Background: an optimization exercise with open tools, aiming at small area. Do not read the settings as production practice.
RTL that was checked went through simulation tests only; none was proved equivalent to the original.
No driver is modelled on the clock port, so clock power and skew are understated where the tree is cut down; a real chip needs a root buffer or a tree.

Design Lab1Top, start of the top module:
module Lab1Top(clk, sw, ledr, ledg, seg7_out);
  input         clk;
  input  [17:0] sw;
  output [17:0] ledr;
  output [8:0]  ledg;
  output [39:0] seg7_out;
  reg [14:0] s1, s2;
  always @(posedge clk) begin
    s1 <= {sw[17:6], sw[2:0]};
    s2 <= s1;
  end
  wire [5:0] a = s2[14:9];
  wire [5:0] b = s2[8:3];
  wire show = s2[2];
  wire [1:0] op = s2[1:0];
  wire n1 = b[0] ^ 1'b0;
  wire n2 = (b[1] & ~b[0] & ~1'b0) | (~b[1] & b[0] & 1'b0);
  wire n3 = ((n1 & a[0]) | (n2 & 1'b0)) ^ b[1];
  wire n4 = ((n1 & a[1]) | (n2 & a[0])) ^ b[1];
  wire n5 = ((n1 & a[2]) | (n2 & a[1])) ^ b[1];
  wire n6 = ((n1 & a[3]) | (n2 & a[2])) ^ b[1];
  wire n7 = ((n1 & a[4]) | (n2 & a[3])) ^ b[1];
  wire n8 = ((n1 & a[5]) | (n2 & a[4])) ^ b[1];
  wire n9 = ((n1 & a[5]) | (n2 & a[5])) ^ b[1];
  wire n10 = ~n9;
  wire n11 = b[2] ^ b[1];
  wire n12 = (b[3] & ~b[2] & ~b[1]) | (~b[3] & b[2] & b[1]);
  wire n13 = ((n11 & a[0]) | (n12 & 1'b0)) ^ b[3];
  wire n14 = ((n11 & a[1]) | (n12 & a[0])) ^ b[3];
  wire n15 = ((n11 & a[2]) | (n12 & a[1])) ^ b[3];
  wire n16 = ((n11 & a[3]) | (n12 & a[2])) ^ b[3];
  wire n17 = ((n11 & a[4]) | (n12 & a[3])) ^ b[3];
  wire n18 = ((n11 & a[5]) | (n12 & a[4])) ^ b[3];
  ...
Size in the first run: roughly 590 cells after synthesis, ~30 flip-flops, ~86 I/O pins.
clock: 18.0 ns
lec_check: 0
cap_margin: 20
core_margin: 2
core_utilization: 40
setup_slack_margin: -1.0
slew_margin: 20
standard.sh (not shown) runs the stock make flow with config.mk's settings and CLKGATE_MAP_FILE= SYNTH_SCRIPT=/design/flow/synth_recipe.tcl, a recipe that flattens the netlist after the stock synthesis.
==> flow/flow/run.sh <==
#!/bin/bash
# The standard ORFS layout (standard.sh) with these changes to how the
# layout is made:
# - synthesis runs the standard synthesis script, but Yosys's abc step uses
#   the area-oriented ABC script flow/area.abc, and half and full adders are left to
#   abc (the ha and fa cells are added to DONT_USE_CELLS);
# - port buffers are buf_1 cells;
# - the clock tree is one level of clock buffers, one per group of nearby
#   registers
#   (flow/pre_cts.tcl, run before the CTS step, which it then skips);
# - constant outputs share the synthesized tie cells.
# make's output goes to make_flow.log here; each step's log is in orfs/logs/.
set -euo pipefail
W=$PWD
sed "s#@ABC@#$W/flow/area.abc#; s#@FLOW_SYNTH@#$W/synth_recipe.tcl#" flow/synth.tcl.in > my_synth.tcl
sed "s#SYNTH_SCRIPT=[^ ]*#SYNTH_SCRIPT=$W/my_synth.tcl#" standard.sh > my_standard.sh
grep -q "SYNTH_SCRIPT=$W/my_synth.tcl" my_standard.sh
PLATFORM_DONT_USE=$(make -s -C "$FLOW_HOME" DESIGN_CONFIG="$W/config.mk" print-DONT_USE_CELLS | sed -n 's/^DONT_USE_CELLS: *//p')
echo "$PLATFORM_DONT_USE" | grep -q probe_p_8
export BUFFER_PORTS_ARGS="-buffer_cell sky130_fd_sc_hd__buf_1"
export PRE_CTS_TCL=$W/flow/pre_cts.tcl
export CLOCK_BUFFER_CELL=${CLOCK_BUFFER_CELL:-sky130_fd_sc_hd__clkbuf_8}
export CLOCK_CLUSTERS=${CLOCK_CLUSTERS:-2}
export SKIP_REPAIR_TIE_FANOUT=1
bash my_standard.sh "DONT_USE_CELLS=$PLATFORM_DONT_USE sky130_fd_sc_hd__ha_1 sky130_fd_sc_hd__ha_2 sky130_fd_sc_hd__ha_4 sky130_fd_sc_hd__fa_1 sky130_fd_sc_hd__fa_2 sky130_fd_sc_hd__fa_4" finish > make_flow.log 2>&1
Other scripts of this flow, unchanged in this note and not shown: flow/flow/area.abc, flow/flow/pre_cts.tcl, flow/flow/synth.tcl.in
The starting point completed without violations.
==> next run, changes <==
--- a/flow/design.v
+++ b/flow/design.v
@@ -171,32 +171,26 @@
   wire n155 = n149 ? n148 : n128;
   wire [4:0] q = {n88, n96, n108, n124, n149};
   wire [4:0] r = {n155, n154, n153, n152, n151};
   wire [5:0] s = {n150, n148, n146, n144, n142, n140};
   wire bs = b[5] ^ (op[0] & (|b[4:0]));
   wire ovf = ~op[1] & ~(a[5] ^ bs) & (s[5] ^ a[5]);
   wire [11:0] c = op[1] ? (op[0] ? {1'b0, r, 1'b0, q} : p) : {6'd0, s};
+  wire [10:0] v = op[1] ? c[10:0] : {{5{s[5]}}, s};
   wire neg = op[1] ? (~op[0] & p[11]) : s[5];
-  reg [10:0] mp;
-  reg [5:0] ms;
-  reg nzp, nzs;
+  reg [10:0] m;
+  reg nz;
   integer i;
   always @(*) begin
-    nzp = 1'b0;
-    nzs = 1'b0;
+    nz = 1'b0;
     for (i = 0; i < 11; i = i + 1) begin
-      mp[i] = p[i] ^ (p[11] & nzp);
-      nzp = nzp | p[i];
-    end
-    for (i = 0; i < 6; i = i + 1) begin
-      ms[i] = s[i] ^ (s[5] & nzs);
-      nzs = nzs | s[i];
+      m[i] = v[i] ^ (neg & nz);
+      nz = nz | v[i];
     end
   end
-  wire [10:0] m = op[1] ? (op[0] ? {r, 1'b0, q} : mp) : {5'd0, ms};
   wire [11:0] ledr_q = show ? c : {a, b};
   wire ovf_q = ovf;
   wire neg_q = neg;
   wire [10:0] m_q = m;
   function [3:0] dd;
     input [3:0] d;
     reg c;
The new run completed without violations; register-to-register slack stays flat; first-iteration DRC count goes up by 0.32%; flip-flop and latch count stays the same; fmax is about the same; via count goes down by 2.9%; synthesized cell count goes down by 2.4%; clock skew goes down by 0.012 ns.
No functional check of the RTL was part of the first run of this note. No run of this note takes its clock network from TritonCTS; it comes from the design's own scripts or RTL.

port drivers added, routing unchanged:
The flow's constraints put no driver on any port. The routed layouts listed below were extracted and timed again, unchanged, in two steps.
Step 1: set_driving_cell puts a clkbuf_16 on clk and a buf_2 on each other input, an assumption about the parent block.
Step 2 times the ports against the registers' clock, not the clock port: input delays grow and output delays shrink by t, the midpoint of the rising clock arrivals with the driver on.
Three values: no drivers, after step 1, after step 2; two values: the first two.
run | t, ns | setup WS [ns] | clock arrival spread, ns
the first run | 0.180 | 0.786 / 0.748 / 0.928 | 0.015 / 0.014
the second run | 0.175 | 0.801 / 0.767 / 0.942 | 0.007 / 0.007
After both steps setup and hold are still met in every run listed.
